This is an optimization exercise on Yosys and OpenROAD, whose aim is small area, a short achievable clock period and few clock cycles per item, not a production implementation.
In this exercise RTL edits were held to simulation tests only and were not proved equivalent to the original.

## design/flow/run.sh

```bash
#!/bin/bash
# synth_recipe.tcl (not shown) runs the flow's synth.tcl, then flattens the netlist and writes it again
# the make line also repeats each setting of config.mk as NAME=value (left out here)
make -C /OpenROAD-flow-scripts/flow DESIGN_CONFIG=/design/flow/config.mk WORK_HOME=/design/flow/orfs CLKGATE_MAP_FILE= SYNTH_SCRIPT=/design/flow/synth_recipe.tcl finish
```

## design/flow/config.mk

```make
export PLATFORM = sky130hd
export DESIGN_NAME = main
export DESIGN_NICKNAME = main
export VERILOG_FILES = /design/flow/design.v
export SDC_FILE = /design/flow/constraint.sdc
export NUM_CORES = 4
export LEC_CHECK = 0
export ABC_AREA = 1
export CAP_MARGIN = 20
export CORE_MARGIN = 2
export CORE_UTILIZATION = 60
export SETUP_SLACK_MARGIN = 5
export SLEW_MARGIN = 20
```

## design/flow/constraint.sdc

```tcl
create_clock -name core_clock -period 13.0 [get_ports {clk}]
set_input_delay 2.6000 -clock core_clock [delete_from_list [all_inputs] [get_ports {clk}]]
set_output_delay 2.6000 -clock core_clock [all_outputs]
set_load 0.01 [all_outputs]
```

## design/flow/design.v

```verilog
module bmul (
    input wire [13:0] a,
    input wire [15:0] b,
    input wire neg,
    input wire [15:0] ea,
    input wire [8:0] eb,
    output wire [15:0] p
);
    wire [16:0] be = {b, 1'b0};
    wire [14:0] ae = {a[13], a};
    wire n0 = be[2] ^ neg;
    wire o0 = be[1] ^ be[0];
    wire t0 = (be[2] & ~be[1] & ~be[0]) | (~be[2] & be[1] & be[0]);
    wire p0_0 = (o0 & ae[0]) ^ n0;
    wire p0_1 = ((o0 & ae[1]) | (t0 & ae[0])) ^ n0;
    wire p0_2 = ((o0 & ae[2]) | (t0 & ae[1])) ^ n0;
    wire p0_3 = ((o0 & ae[3]) | (t0 & ae[2])) ^ n0;
    wire p0_4 = ((o0 & ae[4]) | (t0 & ae[3])) ^ n0;
    wire p0_5 = ((o0 & ae[5]) | (t0 & ae[4])) ^ n0;
    wire p0_6 = ((o0 & ae[6]) | (t0 & ae[5])) ^ n0;
    wire p0_7 = ((o0 & ae[7]) | (t0 & ae[6])) ^ n0;
    wire p0_8 = ((o0 & ae[8]) | (t0 & ae[7])) ^ n0;
    wire p0_9 = ((o0 & ae[9]) | (t0 & ae[8])) ^ n0;
    wire p0_10 = ((o0 & ae[10]) | (t0 & ae[9])) ^ n0;
    wire p0_11 = ((o0 & ae[11]) | (t0 & ae[10])) ^ n0;
    wire p0_12 = ((o0 & ae[12]) | (t0 & ae[11])) ^ n0;
    wire p0_13 = ((o0 & ae[13]) | (t0 & ae[12])) ^ n0;
    wire p0_14 = ~(((o0 & ae[14]) | (t0 & ae[13])) ^ n0);
    wire n1 = be[4] ^ neg;
    wire o1 = be[3] ^ be[2];
    wire t1 = (be[4] & ~be[3] & ~be[2]) | (~be[4] & be[3] & be[2]);
    wire p1_0 = (o1 & ae[0]) ^ n1;
    wire p1_1 = ((o1 & ae[1]) | (t1 & ae[0])) ^ n1;
    wire p1_2 = ((o1 & ae[2]) | (t1 & ae[1])) ^ n1;
    wire p1_3 = ((o1 & ae[3]) | (t1 & ae[2])) ^ n1;
    wire p1_4 = ((o1 & ae[4]) | (t1 & ae[3])) ^ n1;
    wire p1_5 = ((o1 & ae[5]) | (t1 & ae[4])) ^ n1;
    wire p1_6 = ((o1 & ae[6]) | (t1 & ae[5])) ^ n1;
    wire p1_7 = ((o1 & ae[7]) | (t1 & ae[6])) ^ n1;
    wire p1_8 = ((o1 & ae[8]) | (t1 & ae[7])) ^ n1;
    wire p1_9 = ((o1 & ae[9]) | (t1 & ae[8])) ^ n1;
    wire p1_10 = ((o1 & ae[10]) | (t1 & ae[9])) ^ n1;
    wire p1_11 = ((o1 & ae[11]) | (t1 & ae[10])) ^ n1;
    wire p1_12 = ((o1 & ae[12]) | (t1 & ae[11])) ^ n1;
    wire p1_13 = ((o1 & ae[13]) | (t1 & ae[12])) ^ n1;
    wire p1_14 = ~(((o1 & ae[14]) | (t1 & ae[13])) ^ n1);
    wire n2 = be[6] ^ neg;
    wire o2 = be[5] ^ be[4];
    wire t2 = (be[6] & ~be[5] & ~be[4]) | (~be[6] & be[5] & be[4]);
    wire p2_0 = (o2 & ae[0]) ^ n2;
    wire p2_1 = ((o2 & ae[1]) | (t2 & ae[0])) ^ n2;
    wire p2_2 = ((o2 & ae[2]) | (t2 & ae[1])) ^ n2;
    wire p2_3 = ((o2 & ae[3]) | (t2 & ae[2])) ^ n2;
    wire p2_4 = ((o2 & ae[4]) | (t2 & ae[3])) ^ n2;
    wire p2_5 = ((o2 & ae[5]) | (t2 & ae[4])) ^ n2;
    wire p2_6 = ((o2 & ae[6]) | (t2 & ae[5])) ^ n2;
    wire p2_7 = ((o2 & ae[7]) | (t2 & ae[6])) ^ n2;
    wire p2_8 = ((o2 & ae[8]) | (t2 & ae[7])) ^ n2;
    wire p2_9 = ((o2 & ae[9]) | (t2 & ae[8])) ^ n2;
    wire p2_10 = ((o2 & ae[10]) | (t2 & ae[9])) ^ n2;
    wire p2_11 = ((o2 & ae[11]) | (t2 & ae[10])) ^ n2;
    wire p2_12 = ((o2 & ae[12]) | (t2 & ae[11])) ^ n2;
    wire p2_13 = ((o2 & ae[13]) | (t2 & ae[12])) ^ n2;
    wire p2_14 = ~(((o2 & ae[14]) | (t2 & ae[13])) ^ n2);
    wire n3 = be[8] ^ neg;
    wire o3 = be[7] ^ be[6];
    wire t3 = (be[8] & ~be[7] & ~be[6]) | (~be[8] & be[7] & be[6]);
    wire p3_0 = (o3 & ae[0]) ^ n3;
    wire p3_1 = ((o3 & ae[1]) | (t3 & ae[0])) ^ n3;
    wire p3_2 = ((o3 & ae[2]) | (t3 & ae[1])) ^ n3;
    wire p3_3 = ((o3 & ae[3]) | (t3 & ae[2])) ^ n3;
    wire p3_4 = ((o3 & ae[4]) | (t3 & ae[3])) ^ n3;
    wire p3_5 = ((o3 & ae[5]) | (t3 & ae[4])) ^ n3;
    wire p3_6 = ((o3 & ae[6]) | (t3 & ae[5])) ^ n3;
    wire p3_7 = ((o3 & ae[7]) | (t3 & ae[6])) ^ n3;
    wire p3_8 = ((o3 & ae[8]) | (t3 & ae[7])) ^ n3;
    wire p3_9 = ((o3 & ae[9]) | (t3 & ae[8])) ^ n3;
    wire p3_10 = ((o3 & ae[10]) | (t3 & ae[9])) ^ n3;
    wire p3_11 = ((o3 & ae[11]) | (t3 & ae[10])) ^ n3;
    wire p3_12 = ((o3 & ae[12]) | (t3 & ae[11])) ^ n3;
    wire p3_13 = ((o3 & ae[13]) | (t3 & ae[12])) ^ n3;
    wire p3_14 = ~(((o3 & ae[14]) | (t3 & ae[13])) ^ n3);
    wire n4 = be[10] ^ neg;
    wire o4 = be[9] ^ be[8];
    wire t4 = (be[10] & ~be[9] & ~be[8]) | (~be[10] & be[9] & be[8]);
    wire p4_0 = (o4 & ae[0]) ^ n4;
    wire p4_1 = ((o4 & ae[1]) | (t4 & ae[0])) ^ n4;
    wire p4_2 = ((o4 & ae[2]) | (t4 & ae[1])) ^ n4;
    wire p4_3 = ((o4 & ae[3]) | (t4 & ae[2])) ^ n4;
    wire p4_4 = ((o4 & ae[4]) | (t4 & ae[3])) ^ n4;
    wire p4_5 = ((o4 & ae[5]) | (t4 & ae[4])) ^ n4;
    wire p4_6 = ((o4 & ae[6]) | (t4 & ae[5])) ^ n4;
    wire p4_7 = ((o4 & ae[7]) | (t4 & ae[6])) ^ n4;
    wire p4_8 = ((o4 & ae[8]) | (t4 & ae[7])) ^ n4;
    wire p4_9 = ((o4 & ae[9]) | (t4 & ae[8])) ^ n4;
    wire p4_10 = ((o4 & ae[10]) | (t4 & ae[9])) ^ n4;
    wire p4_11 = ((o4 & ae[11]) | (t4 & ae[10])) ^ n4;
    wire p4_12 = ((o4 & ae[12]) | (t4 & ae[11])) ^ n4;
    wire p4_13 = ((o4 & ae[13]) | (t4 & ae[12])) ^ n4;
    wire p4_14 = ~(((o4 & ae[14]) | (t4 & ae[13])) ^ n4);
    wire n5 = be[12] ^ neg;
    wire o5 = be[11] ^ be[10];
    wire t5 = (be[12] & ~be[11] & ~be[10]) | (~be[12] & be[11] & be[10]);
    wire p5_0 = (o5 & ae[0]) ^ n5;
    wire p5_1 = ((o5 & ae[1]) | (t5 & ae[0])) ^ n5;
    wire p5_2 = ((o5 & ae[2]) | (t5 & ae[1])) ^ n5;
    wire p5_3 = ((o5 & ae[3]) | (t5 & ae[2])) ^ n5;
    wire p5_4 = ((o5 & ae[4]) | (t5 & ae[3])) ^ n5;
    wire p5_5 = ((o5 & ae[5]) | (t5 & ae[4])) ^ n5;
    wire p5_6 = ((o5 & ae[6]) | (t5 & ae[5])) ^ n5;
    wire p5_7 = ((o5 & ae[7]) | (t5 & ae[6])) ^ n5;
    wire p5_8 = ((o5 & ae[8]) | (t5 & ae[7])) ^ n5;
    wire p5_9 = ((o5 & ae[9]) | (t5 & ae[8])) ^ n5;
    wire p5_10 = ((o5 & ae[10]) | (t5 & ae[9])) ^ n5;
    wire p5_11 = ((o5 & ae[11]) | (t5 & ae[10])) ^ n5;
    wire p5_12 = ((o5 & ae[12]) | (t5 & ae[11])) ^ n5;
    wire p5_13 = ((o5 & ae[13]) | (t5 & ae[12])) ^ n5;
    wire p5_14 = ~(((o5 & ae[14]) | (t5 & ae[13])) ^ n5);
    wire n6 = be[14] ^ neg;
    wire o6 = be[13] ^ be[12];
    wire t6 = (be[14] & ~be[13] & ~be[12]) | (~be[14] & be[13] & be[12]);
    wire p6_0 = (o6 & ae[0]) ^ n6;
    wire p6_1 = ((o6 & ae[1]) | (t6 & ae[0])) ^ n6;
    wire p6_2 = ((o6 & ae[2]) | (t6 & ae[1])) ^ n6;
    wire p6_3 = ((o6 & ae[3]) | (t6 & ae[2])) ^ n6;
    wire p6_4 = ((o6 & ae[4]) | (t6 & ae[3])) ^ n6;
    wire p6_5 = ((o6 & ae[5]) | (t6 & ae[4])) ^ n6;
    wire p6_6 = ((o6 & ae[6]) | (t6 & ae[5])) ^ n6;
    wire p6_7 = ((o6 & ae[7]) | (t6 & ae[6])) ^ n6;
    wire p6_8 = ((o6 & ae[8]) | (t6 & ae[7])) ^ n6;
    wire p6_9 = ((o6 & ae[9]) | (t6 & ae[8])) ^ n6;
    wire p6_10 = ((o6 & ae[10]) | (t6 & ae[9])) ^ n6;
    wire p6_11 = ((o6 & ae[11]) | (t6 & ae[10])) ^ n6;
    wire p6_12 = ((o6 & ae[12]) | (t6 & ae[11])) ^ n6;
    wire p6_13 = ((o6 & ae[13]) | (t6 & ae[12])) ^ n6;
    wire p6_14 = ~(((o6 & ae[14]) | (t6 & ae[13])) ^ n6);
    wire n7 = be[16] ^ neg;
    wire o7 = be[15] ^ be[14];
    wire t7 = (be[16] & ~be[15] & ~be[14]) | (~be[16] & be[15] & be[14]);
    wire p7_0 = (o7 & ae[0]) ^ n7;
    wire p7_1 = ((o7 & ae[1]) | (t7 & ae[0])) ^ n7;
    wire p7_2 = ((o7 & ae[2]) | (t7 & ae[1])) ^ n7;
    wire p7_3 = ((o7 & ae[3]) | (t7 & ae[2])) ^ n7;
    wire p7_4 = ((o7 & ae[4]) | (t7 & ae[3])) ^ n7;
    wire p7_5 = ((o7 & ae[5]) | (t7 & ae[4])) ^ n7;
    wire p7_6 = ((o7 & ae[6]) | (t7 & ae[5])) ^ n7;
    wire p7_7 = ((o7 & ae[7]) | (t7 & ae[6])) ^ n7;
    wire p7_8 = ((o7 & ae[8]) | (t7 & ae[7])) ^ n7;
    wire p7_9 = ((o7 & ae[9]) | (t7 & ae[8])) ^ n7;
    wire p7_10 = ((o7 & ae[10]) | (t7 & ae[9])) ^ n7;
    wire p7_11 = ((o7 & ae[11]) | (t7 & ae[10])) ^ n7;
    wire p7_12 = ((o7 & ae[12]) | (t7 & ae[11])) ^ n7;
    wire w1 = ea[1] ^ eb[1];
    wire w2 = ea[1] & eb[1];
    wire w3 = ea[2] ^ eb[2];
    wire w4 = ea[2] & eb[2];
    wire w5 = ea[3] ^ eb[3] ^ 1'b1;
    wire w6 = (ea[3] & eb[3]) | (ea[3] & 1'b1) | (eb[3] & 1'b1);
    wire w7 = n7 ^ p0_14 ^ p1_12;
    wire w8 = (n7 & p0_14) | (n7 & p1_12) | (p0_14 & p1_12);
    wire w9 = ea[4] ^ eb[4] ^ 1'b1;
    wire w10 = (ea[4] & eb[4]) | (ea[4] & 1'b1) | (eb[4] & 1'b1);
    wire w11 = p1_13 ^ p2_11;
    wire w12 = p1_13 & p2_11;
    wire w13 = ea[5] ^ eb[5] ^ p1_14;
    wire w14 = (ea[5] & eb[5]) | (ea[5] & p1_14) | (eb[5] & p1_14);
    wire w15 = ea[6] ^ eb[6];
    wire w16 = ea[6] & eb[6];
    wire w17 = n5 ^ p0_10;
    wire w18 = n5 & p0_10;
    wire w19 = ea[0] ^ eb[0] ^ p0_11;
    wire w20 = (ea[0] & eb[0]) | (ea[0] & p0_11) | (eb[0] & p0_11);
    wire w21 = p1_9 ^ p2_7;
    wire w22 = p1_9 & p2_7;
    wire w23 = n6 ^ w1 ^ p0_12;
    wire w24 = (n6 & w1) | (n6 & p0_12) | (w1 & p0_12);
    wire w25 = p1_10 ^ p2_8 ^ p3_6;
    wire w26 = (p1_10 & p2_8) | (p1_10 & p3_6) | (p2_8 & p3_6);
    wire w27 = p4_4 ^ p5_2;
    wire w28 = p4_4 & p5_2;
    wire w29 = w2 ^ w3 ^ p0_13;
    wire w30 = (w2 & w3) | (w2 & p0_13) | (w3 & p0_13);
    wire w31 = p1_11 ^ p2_9 ^ p3_7;
    wire w32 = (p1_11 & p2_9) | (p1_11 & p3_7) | (p2_9 & p3_7);
    wire w33 = p4_5 ^ p5_3 ^ p6_1;
    wire w34 = (p4_5 & p5_3) | (p4_5 & p6_1) | (p5_3 & p6_1);
    wire w35 = w4 ^ p2_10 ^ p3_8;
    wire w36 = (w4 & p2_10) | (w4 & p3_8) | (p2_10 & p3_8);
    wire w37 = p4_6 ^ p5_4 ^ p6_2;
    wire w38 = (p4_6 & p5_4) | (p4_6 & p6_2) | (p5_4 & p6_2);
    wire w39 = p7_0 ^ w5 ^ w7;
    wire w40 = (p7_0 & w5) | (p7_0 & w7) | (w5 & w7);
    wire w41 = p3_9 ^ p4_7 ^ p5_5;
    wire w42 = (p3_9 & p4_7) | (p3_9 & p5_5) | (p4_7 & p5_5);
    wire w43 = p6_3 ^ p7_1 ^ w6;
    wire w44 = (p6_3 & p7_1) | (p6_3 & w6) | (p7_1 & w6);
    wire w45 = w9 ^ w11 ^ w8;
    wire w46 = (w9 & w11) | (w9 & w8) | (w11 & w8);
    wire w47 = p2_12 ^ p3_10 ^ p4_8;
    wire w48 = (p2_12 & p3_10) | (p2_12 & p4_8) | (p3_10 & p4_8);
    wire w49 = p5_6 ^ p6_4 ^ p7_2;
    wire w50 = (p5_6 & p6_4) | (p5_6 & p7_2) | (p6_4 & p7_2);
    wire w51 = w10 ^ w12 ^ w13;
    wire w52 = (w10 & w12) | (w10 & w13) | (w12 & w13);
    wire w53 = 1'b1 ^ w15 ^ p2_13;
    wire w54 = (1'b1 & w15) | (1'b1 & p2_13) | (w15 & p2_13);
    wire w55 = p3_11 ^ p4_9 ^ p5_7;
    wire w56 = (p3_11 & p4_9) | (p3_11 & p5_7) | (p4_9 & p5_7);
    wire w57 = p6_5 ^ p7_3 ^ w14;
    wire w58 = (p6_5 & p7_3) | (p6_5 & w14) | (p7_3 & w14);
    wire w59 = ea[7] ^ eb[7] ^ w16;
    wire w60 = (ea[7] & eb[7]) | (ea[7] & w16) | (eb[7] & w16);
    wire w61 = p2_14 ^ p3_12 ^ p4_10;
    wire w62 = (p2_14 & p3_12) | (p2_14 & p4_10) | (p3_12 & p4_10);
    wire w63 = p5_8 ^ p6_6 ^ p7_4;
    wire w64 = (p5_8 & p6_6) | (p5_8 & p7_4) | (p6_6 & p7_4);
    wire w65 = ea[8] ^ eb[8] ^ 1'b1;
    wire w66 = (ea[8] & eb[8]) | (ea[8] & 1'b1) | (eb[8] & 1'b1);
    wire w67 = p3_13 ^ p4_11 ^ p5_9;
    wire w68 = (p3_13 & p4_11) | (p3_13 & p5_9) | (p4_11 & p5_9);
    wire w69 = p6_7 ^ p7_5;
    wire w70 = p6_7 & p7_5;
    wire w71 = ea[9] ^ p3_14 ^ p4_12;
    wire w72 = (ea[9] & p3_14) | (ea[9] & p4_12) | (p3_14 & p4_12);
    wire w73 = p5_10 ^ p6_8;
    wire w74 = p5_10 & p6_8;
    wire w75 = ea[10] ^ 1'b1 ^ p4_13;
    wire w76 = (ea[10] & 1'b1) | (ea[10] & p4_13) | (1'b1 & p4_13);
    wire w77 = n3 ^ p0_6;
    wire w78 = n3 & p0_6;
    wire w79 = p0_7 ^ p1_5;
    wire w80 = p0_7 & p1_5;
    wire w81 = n4 ^ p0_8 ^ p1_6;
    wire w82 = (n4 & p0_8) | (n4 & p1_6) | (p0_8 & p1_6);
    wire w83 = p2_4 ^ p3_2;
    wire w84 = p2_4 & p3_2;
    wire w85 = p0_9 ^ p1_7 ^ p2_5;
    wire w86 = (p0_9 & p1_7) | (p0_9 & p2_5) | (p1_7 & p2_5);
    wire w87 = p3_3 ^ p4_1;
    wire w88 = p3_3 & p4_1;
    wire w89 = p1_8 ^ p2_6 ^ p3_4;
    wire w90 = (p1_8 & p2_6) | (p1_8 & p3_4) | (p2_6 & p3_4);
    wire w91 = p4_2 ^ p5_0 ^ w17;
    wire w92 = (p4_2 & p5_0) | (p4_2 & w17) | (p5_0 & w17);
    wire w93 = p3_5 ^ p4_3 ^ p5_1;
    wire w94 = (p3_5 & p4_3) | (p3_5 & p5_1) | (p4_3 & p5_1);
    wire w95 = w18 ^ w21 ^ w19;
    wire w96 = (w18 & w21) | (w18 & w19) | (w21 & w19);
    wire w97 = p6_0 ^ w22 ^ w27;
    wire w98 = (p6_0 & w22) | (p6_0 & w27) | (w22 & w27);
    wire w99 = w20 ^ w23 ^ w25;
    wire w100 = (w20 & w23) | (w20 & w25) | (w23 & w25);
    wire w101 = w28 ^ w24 ^ w26;
    wire w102 = (w28 & w24) | (w28 & w26) | (w24 & w26);
    wire w103 = w29 ^ w31 ^ w33;
    wire w104 = (w29 & w31) | (w29 & w33) | (w31 & w33);
    wire w105 = w30 ^ w32 ^ w34;
    wire w106 = (w30 & w32) | (w30 & w34) | (w32 & w34);
    wire w107 = w35 ^ w37 ^ w39;
    wire w108 = (w35 & w37) | (w35 & w39) | (w37 & w39);
    wire w109 = w36 ^ w38 ^ w41;
    wire w110 = (w36 & w38) | (w36 & w41) | (w38 & w41);
    wire w111 = w43 ^ w40 ^ w45;
    wire w112 = (w43 & w40) | (w43 & w45) | (w40 & w45);
    wire w113 = w42 ^ w47 ^ w49;
    wire w114 = (w42 & w47) | (w42 & w49) | (w47 & w49);
    wire w115 = w44 ^ w46 ^ w51;
    wire w116 = (w44 & w46) | (w44 & w51) | (w46 & w51);
    wire w117 = w48 ^ w50 ^ w53;
    wire w118 = (w48 & w50) | (w48 & w53) | (w50 & w53);
    wire w119 = w55 ^ w52 ^ w57;
    wire w120 = (w55 & w52) | (w55 & w57) | (w52 & w57);
    wire w121 = w59 ^ w54 ^ w56;
    wire w122 = (w59 & w54) | (w59 & w56) | (w54 & w56);
    wire w123 = w61 ^ w63 ^ w58;
    wire w124 = (w61 & w63) | (w61 & w58) | (w63 & w58);
    wire w125 = w65 ^ w69 ^ w60;
    wire w126 = (w65 & w69) | (w65 & w60) | (w69 & w60);
    wire w127 = w62 ^ w64 ^ w67;
    wire w128 = (w62 & w64) | (w62 & w67) | (w64 & w67);
    wire w129 = p7_6 ^ w66 ^ w70;
    wire w130 = (p7_6 & w66) | (p7_6 & w70) | (w66 & w70);
    wire w131 = w73 ^ w68 ^ w71;
    wire w132 = (w73 & w68) | (w73 & w71) | (w68 & w71);
    wire w133 = p5_11 ^ p6_9 ^ p7_7;
    wire w134 = (p5_11 & p6_9) | (p5_11 & p7_7) | (p6_9 & p7_7);
    wire w135 = w74 ^ w72 ^ w75;
    wire w136 = (w74 & w72) | (w74 & w75) | (w72 & w75);
    wire w137 = ea[11] ^ p4_14 ^ p5_12;
    wire w138 = (ea[11] & p4_14) | (ea[11] & p5_12) | (p4_14 & p5_12);
    wire w139 = p6_10 ^ p7_8 ^ w76;
    wire w140 = (p6_10 & p7_8) | (p6_10 & w76) | (p7_8 & w76);
    wire w141 = ea[12] ^ 1'b1 ^ p5_13;
    wire w142 = (ea[12] & 1'b1) | (ea[12] & p5_13) | (1'b1 & p5_13);
    wire w143 = p6_11 ^ p7_9;
    wire w144 = p6_11 & p7_9;
    wire w145 = ea[13] ^ p5_14 ^ p6_12;
    wire w146 = (ea[13] & p5_14) | (ea[13] & p6_12) | (p5_14 & p6_12);
    wire w147 = ea[14] ^ 1'b1;
    wire w148 = ea[14] & 1'b1;
    wire w149 = ~ea[15] ^ 1'b1;
    wire w150 = ~ea[15] & 1'b1;
    wire w151 = n2 ^ p0_4;
    wire w152 = n2 & p0_4;
    wire w153 = p0_5 ^ p1_3;
    wire w154 = p0_5 & p1_3;
    wire w155 = p1_4 ^ p2_2 ^ p3_0;
    wire w156 = (p1_4 & p2_2) | (p1_4 & p3_0) | (p2_2 & p3_0);
    wire w157 = p2_3 ^ p3_1 ^ w78;
    wire w158 = (p2_3 & p3_1) | (p2_3 & w78) | (p3_1 & w78);
    wire w159 = p4_0 ^ w80 ^ w83;
    wire w160 = (p4_0 & w80) | (p4_0 & w83) | (w80 & w83);
    wire w161 = w84 ^ w87 ^ w82;
    wire w162 = (w84 & w87) | (w84 & w82) | (w87 & w82);
    wire w163 = w88 ^ w86 ^ w89;
    wire w164 = (w88 & w86) | (w88 & w89) | (w86 & w89);
    wire w165 = w90 ^ w93 ^ w92;
    wire w166 = (w90 & w93) | (w90 & w92) | (w93 & w92);
    wire w167 = w94 ^ w97 ^ w96;
    wire w168 = (w94 & w97) | (w94 & w96) | (w97 & w96);
    wire w169 = w98 ^ w100 ^ w101;
    wire w170 = (w98 & w100) | (w98 & w101) | (w100 & w101);
    wire w171 = w102 ^ w104 ^ w105;
    wire w172 = (w102 & w104) | (w102 & w105) | (w104 & w105);
    wire w173 = w106 ^ w109 ^ w108;
    wire w174 = (w106 & w109) | (w106 & w108) | (w109 & w108);
    wire w175 = w110 ^ w113 ^ w112;
    wire w176 = (w110 & w113) | (w110 & w112) | (w113 & w112);
    wire w177 = w114 ^ w117 ^ w116;
    wire w178 = (w114 & w117) | (w114 & w116) | (w117 & w116);
    wire w179 = w118 ^ w121 ^ w120;
    wire w180 = (w118 & w121) | (w118 & w120) | (w121 & w120);
    wire w181 = w125 ^ w122 ^ w127;
    wire w182 = (w125 & w122) | (w125 & w127) | (w122 & w127);
    wire w183 = w129 ^ w126 ^ w128;
    wire w184 = (w129 & w126) | (w129 & w128) | (w126 & w128);
    wire w185 = w133 ^ w130 ^ w132;
    wire w186 = (w133 & w130) | (w133 & w132) | (w130 & w132);
    wire w187 = w134 ^ w137 ^ w136;
    wire w188 = (w134 & w137) | (w134 & w136) | (w137 & w136);
    wire w189 = w143 ^ w138 ^ w141;
    wire w190 = (w143 & w138) | (w143 & w141) | (w138 & w141);
    wire w191 = p7_10 ^ w144 ^ w142;
    wire w192 = (p7_10 & w144) | (p7_10 & w142) | (w144 & w142);
    wire w193 = w147 ^ p6_13 ^ p7_11;
    wire w194 = (w147 & p6_13) | (w147 & p7_11) | (p6_13 & p7_11);
    wire w195 = w148 ^ w149 ^ p6_14;
    wire w196 = (w148 & w149) | (w148 & p6_14) | (w149 & p6_14);
    wire w197 = n1 ^ p0_2;
    wire w198 = n1 & p0_2;
    wire w199 = p0_3 ^ p1_1;
    wire w200 = p0_3 & p1_1;
    wire w201 = p1_2 ^ p2_0 ^ w151;
    wire w202 = (p1_2 & p2_0) | (p1_2 & w151) | (p2_0 & w151);
    wire w203 = p2_1 ^ w152 ^ w153;
    wire w204 = (p2_1 & w152) | (p2_1 & w153) | (w152 & w153);
    wire w205 = w154 ^ w77 ^ w155;
    wire w206 = (w154 & w77) | (w154 & w155) | (w77 & w155);
    wire w207 = w79 ^ w156 ^ w157;
    wire w208 = (w79 & w156) | (w79 & w157) | (w156 & w157);
    wire w209 = w81 ^ w158 ^ w159;
    wire w210 = (w81 & w158) | (w81 & w159) | (w158 & w159);
    wire w211 = w85 ^ w160 ^ w161;
    wire w212 = (w85 & w160) | (w85 & w161) | (w160 & w161);
    wire w213 = w91 ^ w162 ^ w163;
    wire w214 = (w91 & w162) | (w91 & w163) | (w162 & w163);
    wire w215 = w164 ^ w95 ^ w165;
    wire w216 = (w164 & w95) | (w164 & w165) | (w95 & w165);
    wire w217 = w99 ^ w166 ^ w167;
    wire w218 = (w99 & w166) | (w99 & w167) | (w166 & w167);
    wire w219 = w103 ^ w168 ^ w169;
    wire w220 = (w103 & w168) | (w103 & w169) | (w168 & w169);
    wire w221 = w170 ^ w171 ^ w107;
    wire w222 = (w170 & w171) | (w170 & w107) | (w171 & w107);
    wire w223 = w172 ^ w111 ^ w173;
    wire w224 = (w172 & w111) | (w172 & w173) | (w111 & w173);
    wire w225 = w115 ^ w174 ^ w175;
    wire w226 = (w115 & w174) | (w115 & w175) | (w174 & w175);
    wire w227 = w119 ^ w176 ^ w177;
    wire w228 = (w119 & w176) | (w119 & w177) | (w176 & w177);
    wire w229 = w123 ^ w178 ^ w179;
    wire w230 = (w123 & w178) | (w123 & w179) | (w178 & w179);
    wire w231 = w181 ^ w124 ^ w180;
    wire w232 = (w181 & w124) | (w181 & w180) | (w124 & w180);
    wire w233 = w131 ^ w182 ^ w183;
    wire w234 = (w131 & w182) | (w131 & w183) | (w182 & w183);
    wire w235 = w135 ^ w184 ^ w185;
    wire w236 = (w135 & w184) | (w135 & w185) | (w184 & w185);
    wire w237 = w139 ^ w186 ^ w187;
    wire w238 = (w139 & w186) | (w139 & w187) | (w186 & w187);
    wire w239 = w189 ^ w140 ^ w188;
    wire w240 = (w189 & w140) | (w189 & w188) | (w140 & w188);
    wire w241 = w145 ^ w190 ^ w191;
    wire w242 = (w145 & w190) | (w145 & w191) | (w190 & w191);
    wire w243 = w193 ^ w146 ^ w192;
    wire w244 = (w193 & w146) | (w193 & w192) | (w146 & w192);
    wire w245 = p7_12 ^ w194 ^ w195;
    wire w246 = (p7_12 & w194) | (p7_12 & w195) | (w194 & w195);
    wire w247 = n0 & p0_0;
    wire w248 = n0 ^ p0_0;
    wire w249 = w197 & p1_0;
    wire w250 = w197 ^ p1_0;
    wire w251 = w198 & w199;
    wire w252 = w198 ^ w199;
    wire w253 = w200 & w201;
    wire w254 = w200 ^ w201;
    wire w255 = w202 & w203;
    wire w256 = w202 ^ w203;
    wire w257 = w204 & w205;
    wire w258 = w204 ^ w205;
    wire w259 = w206 & w207;
    wire w260 = w206 ^ w207;
    wire w261 = w208 & w209;
    wire w262 = w208 ^ w209;
    wire w263 = w210 & w211;
    wire w264 = w210 ^ w211;
    wire w265 = w212 & w213;
    wire w266 = w212 ^ w213;
    wire w267 = w214 & w215;
    wire w268 = w214 ^ w215;
    wire w269 = w216 & w217;
    wire w270 = w216 ^ w217;
    wire w271 = w218 & w219;
    wire w272 = w218 ^ w219;
    wire w273 = w220 & w221;
    wire w274 = w220 ^ w221;
    wire w275 = w222 & w223;
    wire w276 = w222 ^ w223;
    wire w277 = w224 & w225;
    wire w278 = w224 ^ w225;
    wire w279 = w226 & w227;
    wire w280 = w226 ^ w227;
    wire w281 = w228 & w229;
    wire w282 = w228 ^ w229;
    wire w283 = w230 & w231;
    wire w284 = w230 ^ w231;
    wire w285 = w232 & w233;
    wire w286 = w232 ^ w233;
    wire w287 = w234 & w235;
    wire w288 = w234 ^ w235;
    wire w289 = w236 & w237;
    wire w290 = w236 ^ w237;
    wire w291 = w238 & w239;
    wire w292 = w238 ^ w239;
    wire w293 = w240 & w241;
    wire w294 = w240 ^ w241;
    wire w295 = w242 & w243;
    wire w296 = w242 ^ w243;
    wire w297 = w244 & w245;
    wire w298 = w244 ^ w245;
    wire w299 = p0_1 & w247;
    wire w300 = w251 | (w252 & w249);
    wire w301 = w252 & w250;
    wire w302 = w255 | (w256 & w253);
    wire w303 = w256 & w254;
    wire w304 = w259 | (w260 & w257);
    wire w305 = w260 & w258;
    wire w306 = w263 | (w264 & w261);
    wire w307 = w264 & w262;
    wire w308 = w267 | (w268 & w265);
    wire w309 = w268 & w266;
    wire w310 = w271 | (w272 & w269);
    wire w311 = w272 & w270;
    wire w312 = w275 | (w276 & w273);
    wire w313 = w276 & w274;
    wire w314 = w279 | (w280 & w277);
    wire w315 = w280 & w278;
    wire w316 = w283 | (w284 & w281);
    wire w317 = w284 & w282;
    wire w318 = w287 | (w288 & w285);
    wire w319 = w288 & w286;
    wire w320 = w291 | (w292 & w289);
    wire w321 = w292 & w290;
    wire w322 = w295 | (w296 & w293);
    wire w323 = w296 & w294;
    wire w324 = w249 | (w250 & w299);
    wire w325 = w300 | (w301 & w299);
    wire w326 = w257 | (w258 & w302);
    wire w327 = w258 & w303;
    wire w328 = w304 | (w305 & w302);
    wire w329 = w305 & w303;
    wire w330 = w265 | (w266 & w306);
    wire w331 = w266 & w307;
    wire w332 = w308 | (w309 & w306);
    wire w333 = w309 & w307;
    wire w334 = w273 | (w274 & w310);
    wire w335 = w274 & w311;
    wire w336 = w312 | (w313 & w310);
    wire w337 = w313 & w311;
    wire w338 = w281 | (w282 & w314);
    wire w339 = w282 & w315;
    wire w340 = w316 | (w317 & w314);
    wire w341 = w317 & w315;
    wire w342 = w289 | (w290 & w318);
    wire w343 = w290 & w319;
    wire w344 = w320 | (w321 & w318);
    wire w345 = w321 & w319;
    wire w346 = w297 | (w298 & w322);
    wire w347 = w298 & w323;
    wire w348 = w253 | (w254 & w325);
    wire w349 = w302 | (w303 & w325);
    wire w350 = w326 | (w327 & w325);
    wire w351 = w328 | (w329 & w325);
    wire w352 = w269 | (w270 & w332);
    wire w353 = w270 & w333;
    wire w354 = w310 | (w311 & w332);
    wire w355 = w311 & w333;
    wire w356 = w334 | (w335 & w332);
    wire w357 = w335 & w333;
    wire w358 = w336 | (w337 & w332);
    wire w359 = w337 & w333;
    wire w360 = w285 | (w286 & w340);
    wire w361 = w286 & w341;
    wire w362 = w318 | (w319 & w340);
    wire w363 = w319 & w341;
    wire w364 = w342 | (w343 & w340);
    wire w365 = w343 & w341;
    wire w366 = w344 | (w345 & w340);
    wire w367 = w345 & w341;
    wire w368 = w261 | (w262 & w351);
    wire w369 = w306 | (w307 & w351);
    wire w370 = w330 | (w331 & w351);
    wire w371 = w332 | (w333 & w351);
    wire w372 = w352 | (w353 & w351);
    wire w373 = w354 | (w355 & w351);
    wire w374 = w356 | (w357 & w351);
    wire w375 = w358 | (w359 & w351);
    wire w376 = w293 | (w294 & w366);
    wire w377 = w294 & w367;
    wire w378 = w322 | (w323 & w366);
    wire w379 = w323 & w367;
    wire w380 = w346 | (w347 & w366);
    wire w381 = w347 & w367;
    wire w382 = w277 | (w278 & w375);
    wire w383 = w314 | (w315 & w375);
    wire w384 = w338 | (w339 & w375);
    wire w385 = w340 | (w341 & w375);
    wire w386 = w360 | (w361 & w375);
    wire w387 = w362 | (w363 & w375);
    wire w388 = w364 | (w365 & w375);
    wire w389 = w366 | (w367 & w375);
    wire w390 = w376 | (w377 & w375);
    wire w391 = w378 | (w379 & w375);
    wire w392 = w380 | (w381 & w375);
    wire w393 = w268 ^ w370;
    wire w394 = w270 ^ w371;
    wire w395 = w272 ^ w372;
    wire w396 = w274 ^ w373;
    wire w397 = w276 ^ w374;
    wire w398 = w278 ^ w375;
    wire w399 = w280 ^ w382;
    wire w400 = w282 ^ w383;
    wire w401 = w284 ^ w384;
    wire w402 = w286 ^ w385;
    wire w403 = w288 ^ w386;
    wire w404 = w290 ^ w387;
    wire w405 = w292 ^ w388;
    wire w406 = w294 ^ w389;
    wire w407 = w296 ^ w390;
    wire w408 = w298 ^ w391;
    assign p = {w408, w407, w406, w405, w404, w403, w402, w401, w400, w399, w398, w397, w396, w395, w394, w393};
endmodule
module pre85 (
    input wire [14:0] X2,
    output wire [9:0] u1
);
    wire w1 = X2[0] ^ X2[2];
    wire w2 = X2[0] & X2[2];
    wire w3 = X2[1] ^ X2[3];
    wire w4 = X2[1] & X2[3];
    wire w5 = X2[2] ^ X2[4];
    wire w6 = X2[2] & X2[4];
    wire w7 = X2[3] ^ X2[5];
    wire w8 = X2[3] & X2[5];
    wire w9 = X2[4] ^ X2[6];
    wire w10 = X2[4] & X2[6];
    wire w11 = X2[5] ^ X2[7];
    wire w12 = X2[5] & X2[7];
    wire w13 = X2[6] ^ X2[8];
    wire w14 = X2[6] & X2[8];
    wire w15 = X2[7] ^ X2[9];
    wire w16 = X2[7] & X2[9];
    wire w17 = X2[8] ^ X2[10];
    wire w18 = X2[8] & X2[10];
    wire w19 = X2[0] ^ X2[2];
    wire w20 = X2[0] & X2[2];
    wire w21 = X2[1] ^ X2[3];
    wire w22 = X2[1] & X2[3];
    wire w23 = X2[4] ^ X2[6] ^ X2[0];
    wire w24 = (X2[4] & X2[6]) | (X2[4] & X2[0]) | (X2[6] & X2[0]);
    wire w25 = X2[5] ^ X2[7] ^ w2;
    wire w26 = (X2[5] & X2[7]) | (X2[5] & w2) | (X2[7] & w2);
    wire w27 = X2[6] ^ X2[8] ^ w4;
    wire w28 = (X2[6] & X2[8]) | (X2[6] & w4) | (X2[8] & w4);
    wire w29 = X2[7] ^ X2[9] ^ w6;
    wire w30 = (X2[7] & X2[9]) | (X2[7] & w6) | (X2[9] & w6);
    wire w31 = X2[8] ^ X2[10] ^ w8;
    wire w32 = (X2[8] & X2[10]) | (X2[8] & w8) | (X2[10] & w8);
    wire w33 = X2[9] ^ X2[11] ^ w10;
    wire w34 = (X2[9] & X2[11]) | (X2[9] & w10) | (X2[11] & w10);
    wire w35 = X2[10] ^ X2[12] ^ w12;
    wire w36 = (X2[10] & X2[12]) | (X2[10] & w12) | (X2[12] & w12);
    wire w37 = X2[11] ^ X2[13] ^ w14;
    wire w38 = (X2[11] & X2[13]) | (X2[11] & w14) | (X2[13] & w14);
    wire w39 = X2[12] ^ X2[14] ^ w16;
    wire w40 = (X2[12] & X2[14]) | (X2[12] & w16) | (X2[14] & w16);
    wire w41 = X2[9] ^ X2[11] ^ X2[13];
    wire w42 = (X2[9] & X2[11]) | (X2[9] & X2[13]) | (X2[11] & X2[13]);
    wire w43 = X2[10] ^ X2[12];
    wire w44 = X2[10] & X2[12];
    wire w45 = X2[0] ^ X2[2];
    wire w46 = X2[0] & X2[2];
    wire w47 = X2[1] ^ X2[3];
    wire w48 = X2[1] & X2[3];
    wire w49 = X2[4] ^ X2[0] ^ w19;
    wire w50 = (X2[4] & X2[0]) | (X2[4] & w19) | (X2[0] & w19);
    wire w51 = X2[5] ^ w20 ^ w21;
    wire w52 = (X2[5] & w20) | (X2[5] & w21) | (w20 & w21);
    wire w53 = w22 ^ w1 ^ w23;
    wire w54 = (w22 & w1) | (w22 & w23) | (w1 & w23);
    wire w55 = w3 ^ w24 ^ w25;
    wire w56 = (w3 & w24) | (w3 & w25) | (w24 & w25);
    wire w57 = w5 ^ w26 ^ w27;
    wire w58 = (w5 & w26) | (w5 & w27) | (w26 & w27);
    wire w59 = w7 ^ w28 ^ w29;
    wire w60 = (w7 & w28) | (w7 & w29) | (w28 & w29);
    wire w61 = w9 ^ w30 ^ w31;
    wire w62 = (w9 & w30) | (w9 & w31) | (w30 & w31);
    wire w63 = w11 ^ w32 ^ w33;
    wire w64 = (w11 & w32) | (w11 & w33) | (w32 & w33);
    wire w65 = w13 ^ w34 ^ w35;
    wire w66 = (w13 & w34) | (w13 & w35) | (w34 & w35);
    wire w67 = w15 ^ w36 ^ w37;
    wire w68 = (w15 & w36) | (w15 & w37) | (w36 & w37);
    wire w69 = w17 ^ w38 ^ w39;
    wire w70 = (w17 & w38) | (w17 & w39) | (w38 & w39);
    wire w71 = w18 ^ w41 ^ w40;
    wire w72 = (w18 & w41) | (w18 & w40) | (w41 & w40);
    wire w73 = X2[14] ^ w43 ^ w42;
    wire w74 = (X2[14] & w43) | (X2[14] & w42) | (w43 & w42);
    wire w75 = X2[11] ^ X2[13] ^ w44;
    wire w76 = (X2[11] & X2[13]) | (X2[11] & w44) | (X2[13] & w44);
    wire w77 = X2[12] ^ X2[14];
    wire w78 = X2[12] & X2[14];
    wire w79 = X2[0] & X2[0];
    wire w80 = X2[0] ^ X2[0];
    wire w81 = w45 & X2[0];
    wire w82 = w45 ^ X2[0];
    wire w83 = w46 & w47;
    wire w84 = w46 ^ w47;
    wire w85 = w48 & w49;
    wire w86 = w48 ^ w49;
    wire w87 = w50 & w51;
    wire w88 = w50 ^ w51;
    wire w89 = w52 & w53;
    wire w90 = w52 ^ w53;
    wire w91 = w54 & w55;
    wire w92 = w54 ^ w55;
    wire w93 = w56 & w57;
    wire w94 = w56 ^ w57;
    wire w95 = w58 & w59;
    wire w96 = w58 ^ w59;
    wire w97 = w60 & w61;
    wire w98 = w60 ^ w61;
    wire w99 = w62 & w63;
    wire w100 = w62 ^ w63;
    wire w101 = w64 & w65;
    wire w102 = w64 ^ w65;
    wire w103 = w66 & w67;
    wire w104 = w66 ^ w67;
    wire w105 = w68 & w69;
    wire w106 = w68 ^ w69;
    wire w107 = w70 & w71;
    wire w108 = w70 ^ w71;
    wire w109 = w72 & w73;
    wire w110 = w72 ^ w73;
    wire w111 = w74 & w75;
    wire w112 = w74 ^ w75;
    wire w113 = w76 & w77;
    wire w114 = w76 ^ w77;
    wire w115 = w78 & X2[13];
    wire w116 = w78 ^ X2[13];
    wire w117 = X2[1] & w79;
    wire w118 = w83 | (w84 & w81);
    wire w119 = w84 & w82;
    wire w120 = w87 | (w88 & w85);
    wire w121 = w88 & w86;
    wire w122 = w91 | (w92 & w89);
    wire w123 = w92 & w90;
    wire w124 = w95 | (w96 & w93);
    wire w125 = w96 & w94;
    wire w126 = w99 | (w100 & w97);
    wire w127 = w100 & w98;
    wire w128 = w103 | (w104 & w101);
    wire w129 = w104 & w102;
    wire w130 = w107 | (w108 & w105);
    wire w131 = w108 & w106;
    wire w132 = w111 | (w112 & w109);
    wire w133 = w112 & w110;
    wire w134 = w115 | (w116 & w113);
    wire w135 = w116 & w114;
    wire w136 = w81 | (w82 & w117);
    wire w137 = w118 | (w119 & w117);
    wire w138 = w89 | (w90 & w120);
    wire w139 = w90 & w121;
    wire w140 = w122 | (w123 & w120);
    wire w141 = w123 & w121;
    wire w142 = w97 | (w98 & w124);
    wire w143 = w98 & w125;
    wire w144 = w126 | (w127 & w124);
    wire w145 = w127 & w125;
    wire w146 = w105 | (w106 & w128);
    wire w147 = w106 & w129;
    wire w148 = w130 | (w131 & w128);
    wire w149 = w131 & w129;
    wire w150 = w113 | (w114 & w132);
    wire w151 = w114 & w133;
    wire w152 = w134 | (w135 & w132);
    wire w153 = w135 & w133;
    wire w154 = w85 | (w86 & w137);
    wire w155 = w120 | (w121 & w137);
    wire w156 = w138 | (w139 & w137);
    wire w157 = w140 | (w141 & w137);
    wire w158 = w101 | (w102 & w144);
    wire w159 = w102 & w145;
    wire w160 = w128 | (w129 & w144);
    wire w161 = w129 & w145;
    wire w162 = w146 | (w147 & w144);
    wire w163 = w147 & w145;
    wire w164 = w148 | (w149 & w144);
    wire w165 = w149 & w145;
    wire w166 = X2[14] & w152;
    wire w167 = X2[14] & w153;
    wire w168 = w93 | (w94 & w157);
    wire w169 = w124 | (w125 & w157);
    wire w170 = w142 | (w143 & w157);
    wire w171 = w144 | (w145 & w157);
    wire w172 = w158 | (w159 & w157);
    wire w173 = w160 | (w161 & w157);
    wire w174 = w162 | (w163 & w157);
    wire w175 = w164 | (w165 & w157);
    wire w176 = w109 | (w110 & w175);
    wire w177 = w132 | (w133 & w175);
    wire w178 = w150 | (w151 & w175);
    wire w179 = w152 | (w153 & w175);
    wire w180 = w166 | (w167 & w175);
    wire w181 = w100 ^ w170;
    wire w182 = w102 ^ w171;
    wire w183 = w104 ^ w172;
    wire w184 = w106 ^ w173;
    wire w185 = w108 ^ w174;
    wire w186 = w110 ^ w175;
    wire w187 = w112 ^ w176;
    wire w188 = w114 ^ w177;
    wire w189 = w116 ^ w178;
    wire w190 = X2[14] ^ w179;
    assign u1 = {w190, w189, w188, w187, w186, w185, w184, w183, w182, w181};
endmodule
module pre2 (
    input wire [13:0] T,
    input wire s,
    output wire [8:0] q
);
    wire [13:0] Tn = T ^ {14{~s}};
    wire sx = ~s & Tn[13];
    wire m3 = ~s & Tn[0];
    wire m4 = s ? T[0] : Tn[1];
    wire m5 = s ? T[1] : Tn[2];
    wire m6 = s ? T[2] : Tn[3];
    wire m7 = s ? T[3] : Tn[4];
    wire m8 = s ? T[4] : Tn[5];
    wire m9 = s ? T[5] : Tn[6];
    wire m10 = s ? T[6] : Tn[7];
    wire m11 = s ? T[7] : Tn[8];
    wire m12 = s ? T[8] : Tn[9];
    wire m13 = s ? T[9] : Tn[10];
    wire m14 = s ? T[10] : Tn[11];
    wire m15 = s ? T[11] : Tn[12];
    wire m16 = s ? T[12] : Tn[13];
    wire m17 = s ? T[13] : sx;
    wire w1 = s ^ ~s;
    wire w2 = s & ~s;
    wire w3 = s ^ m4;
    wire w4 = s & m4;
    wire w5 = s ^ m5;
    wire w6 = s & m5;
    wire w7 = s ^ m6;
    wire w8 = s & m6;
    wire w9 = s ^ m7;
    wire w10 = s & m7;
    wire w11 = s ^ m8;
    wire w12 = s & m8;
    wire w13 = s ^ ~s;
    wire w14 = s & ~s;
    wire w15 = s ^ Tn[1];
    wire w16 = s & Tn[1];
    wire w17 = s ^ Tn[2];
    wire w18 = s & Tn[2];
    wire w19 = m3 ^ Tn[3] ^ w1;
    wire w20 = (m3 & Tn[3]) | (m3 & w1) | (Tn[3] & w1);
    wire w21 = Tn[4] ^ w2 ^ w3;
    wire w22 = (Tn[4] & w2) | (Tn[4] & w3) | (w2 & w3);
    wire w23 = Tn[5] ^ w4 ^ w5;
    wire w24 = (Tn[5] & w4) | (Tn[5] & w5) | (w4 & w5);
    wire w25 = Tn[6] ^ w6 ^ w7;
    wire w26 = (Tn[6] & w6) | (Tn[6] & w7) | (w6 & w7);
    wire w27 = Tn[7] ^ w8 ^ w9;
    wire w28 = (Tn[7] & w8) | (Tn[7] & w9) | (w8 & w9);
    wire w29 = Tn[8] ^ w10 ^ w11;
    wire w30 = (Tn[8] & w10) | (Tn[8] & w11) | (w10 & w11);
    wire w31 = m9 ^ Tn[9] ^ w12;
    wire w32 = (m9 & Tn[9]) | (m9 & w12) | (Tn[9] & w12);
    wire w33 = m10 ^ Tn[10];
    wire w34 = m10 & Tn[10];
    wire w35 = m11 ^ Tn[11];
    wire w36 = m11 & Tn[11];
    wire w37 = m12 ^ Tn[12];
    wire w38 = m12 & Tn[12];
    wire w39 = m13 ^ Tn[13];
    wire w40 = m13 & Tn[13];
    wire w41 = m14 ^ sx;
    wire w42 = m14 & sx;
    wire w43 = m15 ^ sx;
    wire w44 = m15 & sx;
    wire w45 = m16 ^ sx;
    wire w46 = m16 & sx;
    wire w47 = m17 ^ sx;
    wire w48 = m17 & sx;
    wire w49 = w13 & Tn[0];
    wire w50 = w13 ^ Tn[0];
    wire w51 = w14 & w15;
    wire w52 = w14 ^ w15;
    wire w53 = w16 & w17;
    wire w54 = w16 ^ w17;
    wire w55 = w18 & w19;
    wire w56 = w18 ^ w19;
    wire w57 = w20 & w21;
    wire w58 = w20 ^ w21;
    wire w59 = w22 & w23;
    wire w60 = w22 ^ w23;
    wire w61 = w24 & w25;
    wire w62 = w24 ^ w25;
    wire w63 = w26 & w27;
    wire w64 = w26 ^ w27;
    wire w65 = w28 & w29;
    wire w66 = w28 ^ w29;
    wire w67 = w30 & w31;
    wire w68 = w30 ^ w31;
    wire w69 = w32 & w33;
    wire w70 = w32 ^ w33;
    wire w71 = w34 & w35;
    wire w72 = w34 ^ w35;
    wire w73 = w36 & w37;
    wire w74 = w36 ^ w37;
    wire w75 = w38 & w39;
    wire w76 = w38 ^ w39;
    wire w77 = w40 & w41;
    wire w78 = w40 ^ w41;
    wire w79 = w42 & w43;
    wire w80 = w42 ^ w43;
    wire w81 = w44 & w45;
    wire w82 = w44 ^ w45;
    wire w83 = w46 & w47;
    wire w84 = w46 ^ w47;
    wire w85 = w51 | (w52 & w49);
    wire w86 = w55 | (w56 & w53);
    wire w87 = w56 & w54;
    wire w88 = w59 | (w60 & w57);
    wire w89 = w60 & w58;
    wire w90 = w63 | (w64 & w61);
    wire w91 = w64 & w62;
    wire w92 = w67 | (w68 & w65);
    wire w93 = w68 & w66;
    wire w94 = w71 | (w72 & w69);
    wire w95 = w72 & w70;
    wire w96 = w75 | (w76 & w73);
    wire w97 = w76 & w74;
    wire w98 = w79 | (w80 & w77);
    wire w99 = w80 & w78;
    wire w100 = w83 | (w84 & w81);
    wire w101 = w84 & w82;
    wire w102 = w53 | (w54 & w85);
    wire w103 = w86 | (w87 & w85);
    wire w104 = w61 | (w62 & w88);
    wire w105 = w62 & w89;
    wire w106 = w90 | (w91 & w88);
    wire w107 = w91 & w89;
    wire w108 = w69 | (w70 & w92);
    wire w109 = w70 & w93;
    wire w110 = w94 | (w95 & w92);
    wire w111 = w95 & w93;
    wire w112 = w77 | (w78 & w96);
    wire w113 = w78 & w97;
    wire w114 = w98 | (w99 & w96);
    wire w115 = w99 & w97;
    wire w116 = w57 | (w58 & w103);
    wire w117 = w88 | (w89 & w103);
    wire w118 = w104 | (w105 & w103);
    wire w119 = w106 | (w107 & w103);
    wire w120 = w73 | (w74 & w110);
    wire w121 = w74 & w111;
    wire w122 = w96 | (w97 & w110);
    wire w123 = w97 & w111;
    wire w124 = w112 | (w113 & w110);
    wire w125 = w113 & w111;
    wire w126 = w114 | (w115 & w110);
    wire w127 = w115 & w111;
    wire w128 = w65 | (w66 & w119);
    wire w129 = w92 | (w93 & w119);
    wire w130 = w108 | (w109 & w119);
    wire w131 = w110 | (w111 & w119);
    wire w132 = w120 | (w121 & w119);
    wire w133 = w122 | (w123 & w119);
    wire w134 = w124 | (w125 & w119);
    wire w135 = w126 | (w127 & w119);
    wire w136 = w81 | (w82 & w135);
    wire w137 = w100 | (w101 & w135);
    wire w138 = w68 ^ w128;
    wire w139 = w70 ^ w129;
    wire w140 = w72 ^ w130;
    wire w141 = w74 ^ w131;
    wire w142 = w76 ^ w132;
    wire w143 = w78 ^ w133;
    wire w144 = w80 ^ w134;
    wire w145 = w82 ^ w135;
    wire w146 = w84 ^ w136;
    assign q = {w146, w145, w144, w143, w142, w141, w140, w139, w138};
endmodule
module main (
    input wire [15:0] v, x,
    input wire clk, reset, start,
    output wire done,
    output wire [15:0] final_result
);
    reg [5:0] p;
    reg done_r;
    reg [14:0] X2;
    reg [13:0] T;
    reg [15:0] F;
    wire [9:0] u1;
    pre85 p85 (.X2(X2), .u1(u1));
    wire [8:0] a23;
    pre2 p23 (.T(T), .s(p[2]), .q(a23));
    wire [8:0] t9 = T[8:0];
    wire k1 = (t9 != 9'd0), k2 = (t9 >= 9'd90), k3 = (t9 >= 9'd179);
    wire k4 = (t9 >= 9'd268), k5 = (t9 >= 9'd357), k6 = (t9 >= 9'd446);
    wire [2:0] a4 = {k4, (k2 & ~k4) | k6, (k1 & ~k2) | (k3 & ~k4) | (k5 & ~k6)};
    wire [13:0] ra = p[1] ? 14'd2048 : F[13:0];
    wire [13:0] rb = p[1] ? {1'b1, ~X2[14:1]} : T;
    wire [14:0] rc;
    wire [13:0] acc_n;
    assign rc[0] = p[1] & ~X2[0];
    genvar i;
    generate
        for (i = 0; i < 14; i = i + 1) begin : rip
            assign acc_n[i] = ra[i] ^ rb[i] ^ rc[i];
            assign rc[i+1] = (ra[i] & rb[i]) | (ra[i] & rc[i]) | (rb[i] & rc[i]);
        end
    endgenerate
    wire [13:0] A = ({14{p[0]}} & x[13:0]) | ({14{p[1]}} & {4'b0, u1}) |
                    ({14{p[2] | p[3]}} & {5'b0, a23}) | ({14{p[4]}} & {11'b0, a4}) |
                    ({14{p[5]}} & F[13:0]);
    wire [15:0] B = ({16{p[0]}} & {{2{x[13]}}, x[13:0]}) | ({16{p[5]}} & v) |
                    ({16{~p[0] & ~p[5]}} & {1'b0, X2});
    wire [15:0] ea = {16{p[4]}} & {{2{F[13]}}, F[13:0]};
    wire [8:0] eb = {9{p[4]}} & T[8:0];
    wire [15:0] P;
    bmul mul (.a(A), .b(B), .neg(p[2] | p[4]), .ea(ea), .eb(eb), .p(P));
    always @(posedge clk) begin
        if (reset) begin
            p <= 6'b000001;
            done_r <= 1'b0;
        end else begin
            if (p[0]) begin
                if (start) begin p <= 6'b000010; done_r <= 1'b0; end
            end else begin
                p <= {p[4:0], p[5]};
                if (p[5]) done_r <= 1'b1;
            end
        end
    end
    always @(posedge clk) begin
        if (p[0]) X2 <= P[14:0];
        T <= P[13:0];
        if (p[4] | p[5]) F <= P;
        else if (!p[0]) F[13:0] <= acc_n;
    end
    assign done = done_r;
    assign final_result = F;
endmodule
```

==> results of run 1 <==
-- final cells by class --
class | count | area share
Multi-Input combinational cell | 1273 | 0.678
Sequential cell | 52 | 0.0926
Tap cell | 265 | 0.0226
Timing Repair Buffer | 185 | 0.111
Clock buffer | 7 | 0.0105
Inverter | 324 | 0.0848
Clock inverter | 1 | 0.000597
-- critical path: cells and delay by family, from the launching register on --
| family | cells | cell delay, ns |
|---|---|---|
| AO/OA/AOI/OAI | 5 | 0.47 |
| adder cells (fa/ha/maj) | 11 | 4.74 |
| AND/OR/NAND/NOR | 20 | 1.77 |
| flip-flops | 1 | 0.47 |
| buffers and inverters | 8 | 0.55 |
-- worst max path at each step --
stage	slack [ns]	to	startpoint	cells after the start
after floorplan	5.03	X2[12]	p[2]	49
after global placement	3.75	X2[12]	x[5]	29
after detailed placement	3.69	X2[12]	x[1]	28
after CTS	4.88	F[5]	X2[3]	44
after global routing	4.43	F[5]	X2[3]	44
final	4.71	F[5]	X2[3]	44
-- cells in the final DEF (no fill, tap or decap), types with 35 or more instances in the layout --
cell	synthesis	layout
nor2_1	66	58
xor2_1	78	77
nand2_2	28	65
ha_1	108	91
inv_1	305	278
fa_1	139	125
clkdlybuf4s50_1	0	48
inv_2	12	35
nand2_1	518	477
buf_4	4	120
nand3_1	87	76
o21ai_0	54	47
-- layer usage --
metal	track usage	vias to the layer above	part of all wire
met3	0.0643	142	0.099
li1	-	5531	-
met1	0.472	5508	0.39
met5	0	-	0
met2	0.559	674	0.46
met4	0.143	0	0.052
-- repair_timing --
action | CTS | global route
buffers inserted | 87 | 27
pin swaps | 52 | 65
gates resized for setup | 126 | 105
cloned | 2 | 1
endpoints found under the hold margin | 0 | 0
endpoints found under the setup margin | 32 | 32
-- state kept, by name (all words and copies together) (netlist names) --
name / count
T: 14
F: 16
p: 6
done_r: 1
X2: 15
-- per-stage QoR --
stage / utilization / setup WS, ns
after floorplan: - / 5.03
after global placement: 0.650 / 3.75
after detailed placement: 0.650 / 3.69
after CTS: 0.718 / 4.88
after global routing: 0.749 / 4.43
final: 0.749 / 4.71
-- logic make-up (layout without fill, tap and decap cells) --
family,Yosys count,in the layout
simple gates,756,757
fa+ha+maj,247,247
xor+xnor,88,88
flops,52,52
compound gates,181,181
buf+inv,368,517
==> impl_metrics.env, run 1 <==
export IMPL_path_max_fanout=4
export IMPL_start_util=0.614
export IMPL_synth_top_cell_by_area="fa_1"
export IMPL_synth_top_cell_area_share=0.231
export IMPL_fmax_mhz=121
export IMPL_synthXorXnorAreaFrac=0.0647
export IMPL_cts_max_level=2
export IMPL_required_ns=13.03
export IMPL_coreArea_um2=19600
export IMPL_vias_per_cell=5.63
export IMPL_hold_viol_final=0
export IMPL_timing_critical_path_mode_cell="nand2_2"
export IMPL_fill_cells=1548
export IMPL_cp_end_kind="flip-flop"
export IMPL_first_iter_violations=1404
export IMPL_r2r_cells=44
export IMPL_grt_antenna_before_repair=0
export IMPL_register_area_um2=1360
export IMPL_hp_start="done_r"
export IMPL_avgRoutedWirePerCell_um=18.3
export IMPL_dpl_cell_area_um2=12700
export IMPL_async_flop_share=0
export IMPL_design_area_um2=14700
export IMPL_fin_skew_ns=0.00637
export IMPL_finalWeightedCongestion=0.960
export IMPL_hpwl_um=26900
export IMPL_tightest_slew_ns=1.08
export IMPL_timing_rr_start="X2[3]"
export IMPL_synth_area_leaders="fa_1 23%, nand2_1 16%, ha_1 11%, inv_1 9.5%, edfxtp_1 7.7%"
export IMPL_yosysMostFrequentCell="nand2_1"
export IMPL_r2r_end="F[5]"
export IMPL_drive_gt1_frac=0.212
export IMPL_portBuffers=49
export IMPL_row_count=51
export IMPL_clock_sinks=52
export IMPL_multi_input_area_um2=9950
export IMPL_maxSlewHeadroom=0.279
export IMPL_synthAdderAreaFrac=0.344
export IMPL_clkSlewWorstSetupHoldPaths_ns=0.08
export IMPL_synth_cell_types=50
export IMPL_clock_path_buffers=2
export IMPL_area_growth_pct=22.1
export IMPL_grt_max_degree=37
export IMPL_grt_total_usage=0.350
export IMPL_num_antenna_cells=0
export IMPL_synth_seq_cells=52
export IMPL_drt_total_wl_um=38500
export IMPL_vias=11855
export IMPL_tns_ns=0
export IMPL_place_inst=1982
export IMPL_hold_depth=2
export IMPL_crit_path_max_incr_delay_ns=0.53
export IMPL_synth_compound_area_frac=0.0906
export IMPL_status="complete, no violations"
export IMPL_nNetsFinal=2123
export IMPL_grt_pass1_wl_um=58000
export IMPL_synth_fp_nets=1974
export IMPL_crit_path_top_delay_cell="fa_1"
export IMPL_syn_avg_cell_area_um2=7.10
export IMPL_synthMuxAreaShare=0
export IMPL_synth_edf_count=31
export IMPL_cap_violations=0
export IMPL_root_buffer="clkbuf_16"
export IMPL_drtAntennaViolNets=0
export IMPL_rsz0062_at_grt="yes"
export IMPL_ctsHoldBuffers=0
export IMPL_netlist_instances=1692
export IMPL_instances_no_fill=2107
export IMPL_critPathArrivalTime_ns=8.32
export IMPL_numCtsBuffers=5
export IMPL_pin_count=52
export IMPL_synth_simple_area_share=0.266
export IMPL_drc=0
export IMPL_synth_seq_area_share=0.112
export IMPL_synth_main_ff_cell="edfxtp_1"
export IMPL_clk_insertion_delay_late_ns=0.30
export IMPL_reg2reg_slack_ns=4.71
export IMPL_synth_warning_count=1
export IMPL_synth_commonest_cells="518 x nand2_1, 305 x inv_1, 139 x fa_1"
export IMPL_fin_hold_ws_ns=0.463
export IMPL_overflow=0
export IMPL_cts_tree="done"
export IMPL_criticalPathCategory="flip-flop to flip-flop"
export IMPL_die_h_um=146
export IMPL_synth_top_family_by_area="adder cells"
export IMPL_drtPass1Iterations=6
export IMPL_dieArea_um2=21200
export IMPL_start_kind="flip-flop"
export IMPL_grt_pass1_vias=10935
export IMPL_die_w_um=146
export IMPL_hold_path_end="done_r"
export IMPL_synth_area_um2=12000
export IMPL_hp_class="flip-flop to flip-flop"
export IMPL_slew_viol_final=0
export IMPL_setup_viol=0
export IMPL_post_route_period_util=0.638
export IMPL_period_minus_slack_ns=8.29
Testbench counts, summed over its fixed seeds: cycles 14,400, items 2,400.
==> inputs of run 2 (changes only) <==
--- a/design/flow/config.mk
+++ b/design/flow/config.mk
@@ -10,3 +10,3 @@
 export CORE_MARGIN = 2
-export CORE_UTILIZATION = 60
+export CORE_UTILIZATION = 40
 export SETUP_SLACK_MARGIN = 5
==> impl_metrics.env, run 2 <==
export IMPL_fin_skew_ns=0.00605
export IMPL_endpoint="F[5]"
export IMPL_tightest_slew_ns=0.930
export IMPL_overflow=0
export IMPL_area_growth_pct=23.4
export IMPL_cts_max_level=2
export IMPL_syn_avg_cell_area_um2=7.10
export IMPL_cp_end_kind="flip-flop"
export IMPL_clock_path_buffers=2
export IMPL_final_cell_mix="481 x nand2_1, 281 x inv_1, 125 x fa_1, 108 x buf_4, 92 x ha_1"
export IMPL_drtAntennaViolNets=0
export IMPL_portBuffers=49
export IMPL_synth_seq_area_share=0.112
export IMPL_drive_gt1_frac=0.207
export IMPL_drc=0
export IMPL_crit_path_top_delay_cell="fa_1"
export IMPL_num_antenna_cells=0
export IMPL_criticalPathCategory="flip-flop to flip-flop"
export IMPL_slew_viol_final=0
export IMPL_synth_edf_count=31
export IMPL_r2r_cells=41
export IMPL_synth_main_ff_cell="edfxtp_1"
export IMPL_hp_class="flip-flop to flip-flop"
export IMPL_cts_tree="done"
export IMPL_row_count=63
export IMPL_coreArea_um2=29600
export IMPL_critPathArrivalTime_ns=8.48
export IMPL_yosysMostFrequentCell="nand2_1"
export IMPL_status="complete, no violations"
export IMPL_drtPass1Iterations=6
export IMPL_timing_rr_start="X2[4]"
export IMPL_hold_viol_final=0
export IMPL_timing_critical_path_mode_cell="buf_4"
export IMPL_clk_insertion_delay_late_ns=0.30
export IMPL_ctsHoldBuffers=0
export IMPL_critPathLaunch="X2[4]"
export IMPL_maxSlewHeadroom=0.379
export IMPL_layout_commonest_cell="nand2_1"
export IMPL_synth_warning_count=1
export IMPL_vias=11565
export IMPL_netlist_instances=1692
export IMPL_synth_cell_types=50
export IMPL_crit_path_max_incr_delay_ns=0.51
export IMPL_nNetsFinal=2110
export IMPL_r2r_end="F[5]"
export IMPL_setup_viol=0
export IMPL_grt_pass1_wl_um=60500
export IMPL_die_h_um=177
export IMPL_pre_cts_ws_ns=3.64
export IMPL_synth_top_cell_by_area="fa_1"
export IMPL_clock_sinks=52
export IMPL_largest_register="F"
export IMPL_largest_reg_flops=16
export IMPL_dieArea_um2=31500
export IMPL_post_route_period_util=0.641
export IMPL_avgRoutedWirePerCell_um=17.5
export IMPL_drt_total_wl_um=38900
export IMPL_tns_ns=0
export IMPL_finalWeightedCongestion=0.885
export IMPL_grt_max_degree=33
export IMPL_die_w_um=177
export IMPL_required_ns=13.14
export IMPL_synth_fp_nets=1974
export IMPL_hpwl_um=28500
export IMPL_hold_depth=2
export IMPL_pin_count=52
export IMPL_root_buffer="clkbuf_16"
export IMPL_synth_commonest_cells="518 x nand2_1, 305 x inv_1, 139 x fa_1"
export IMPL_grt_total_usage=0.250
export IMPL_cap_violations=0
export IMPL_first_iter_violations=858
export IMPL_rsz0062_at_grt="yes"
export IMPL_grt_pass1_vias=11252
export IMPL_start_util=0.406
export IMPL_synth_area_um2=12000
export IMPL_async_flop_share=0
export IMPL_setup_slack_ns=4.66
export IMPL_reg_top3="F (16), X2 (15), T (14)"
export IMPL_start_kind="flip-flop"
export IMPL_path_max_fanout=5
export IMPL_synth_area_leaders="fa_1 23%, nand2_1 16%, ha_1 11%, inv_1 9.5%, edfxtp_1 7.7%"
export IMPL_synth_seq_cells=52
export IMPL_vias_per_cell=5.21
export IMPL_fmax_mhz=120
export IMPL_grt_antenna_before_repair=1
export IMPL_period_minus_slack_ns=8.34
export IMPL_numCtsBuffers=5
export IMPL_synth_top_cell_area_share=0.231
export IMPL_clkSlewWorstSetupHoldPaths_ns=0.08
export IMPL_reg2reg_slack_ns=4.66
[run 2: changes by cell type in the layout (fill, tap and decap cells not counted), sizes merged]
cell,previous run,this run
buf,134,121
clkbuf,8,5
bufbuf,1,2
clkinv,6,8
[run 2: how the worst min path moves through the flow]
stage	endpoint	startpoint	slack, ns
finish	done_r	done_r	0.47
global route	done_r	done_r	0.53
CTS	done_r	done_r	0.47
detailed placement	done_r	done_r	0.46
global placement	done_r	done_r	0.45
floorplan	done_r	done_r	0.48
[run 2: cells by family (layout without fill, tap and decap cells)]
logic type,Yosys count,after routing,synth area share
and+or+nand+nor,756,757,0.266
adders and majority gates,247,247,0.344
buffers and inverters,368,504,0.122
xor gates and xnor gates,88,88,0.0647
DFF,52,52,0.112
AOI/OAI and AO/OA,181,181,0.0906
[run 2: cell type report]
| cell class | instances | area, um^2 |
|---|---|---|
| clock buffer | 5 | 125 |
| sequential | 52 | 1360 |
| tap | 390 | 488 |
| fill | 2937 | 14800 |
| inverter | 324 | 1250 |
| clock inverter | 3 | 26.3 |
| timing repair buffer | 172 | 1570 |
| multi-input combinational | 1273 | 10000 |
[run 2: metrics by stage]
stage | hold slack (ns) | instances | instance area [um^2] | util
6_report | 0.468 | 2219 | 14800 | 0.501
5_1_grt | 0.535 | 2219 | 14800 | 0.501
4_1_cts | 0.472 | 2202 | 14300 | 0.483
3_5_place_dp | 0.461 | 2107 | 12900 | 0.435
3_3_place_gp | 0.452 | 2107 | 12900 | 0.435
2_1_floorplan | 0.477 | 1692 | 12000 | -
[run 2: timing repair]
action	4_1_cts	5_1_grt
pin swaps	36	51
resized for setup	141	98
gates cloned	3	0
buffers inserted	84	17
endpoints found under the setup margin	32	38
[run 2: worst max-delay path: cells and delay by family, from the launching register on]
family | cells | cell delay [ns]
compound gates | 6 | 1.05
xor+xnor | 1 | 0.15
fa+ha+maj | 10 | 3.82
buf+inv | 19 | 2.12
flops | 1 | 0.43
simple gates | 5 | 0.60
[run 2: layer usage]
| metal | share of wire | global-route usage | up-vias |
|---|---|---|---|
| li1 | - | - | 5504 |
| met1 | 0.43 | 0.333 | 5524 |
| met2 | 0.46 | 0.408 | 442 |
| met3 | 0.074 | 0.0461 | 93 |
| met4 | 0.036 | 0.0816 | 2 |
| met5 | 0.00023 | 0 | - |

## re-timing with driven ports
Ports are ideal in the flow. The routed layouts listed here were re-timed in OpenROAD.
Step 1, drivers: a clkbuf_16 drives clk and a buf_2 each remaining input, both assumed.
Step 2 adds t to the input delays and takes it off the output delays; t is the mean of the earliest and latest rising clock arrival at the registers after step 1. Input paths then give back, and output paths get back, about the clock's delay inside the block.
Slacks: ideal / step 1 / step 2; pairs: ideal / step 1.
run	t, ns	setup WS [ns]	latest minus earliest clock arrival (ns)
run 1	0.337	4.712 / 4.712 / 4.528	0.007 / 0.006
run 2	0.339	4.661 / 4.661 / 4.449	0.006 / 0.006
After both steps setup and hold are still met in every run listed. The setup slack of run 2, which loses most, moves by 0.000 ns with the drivers and by -0.212 ns with both steps.
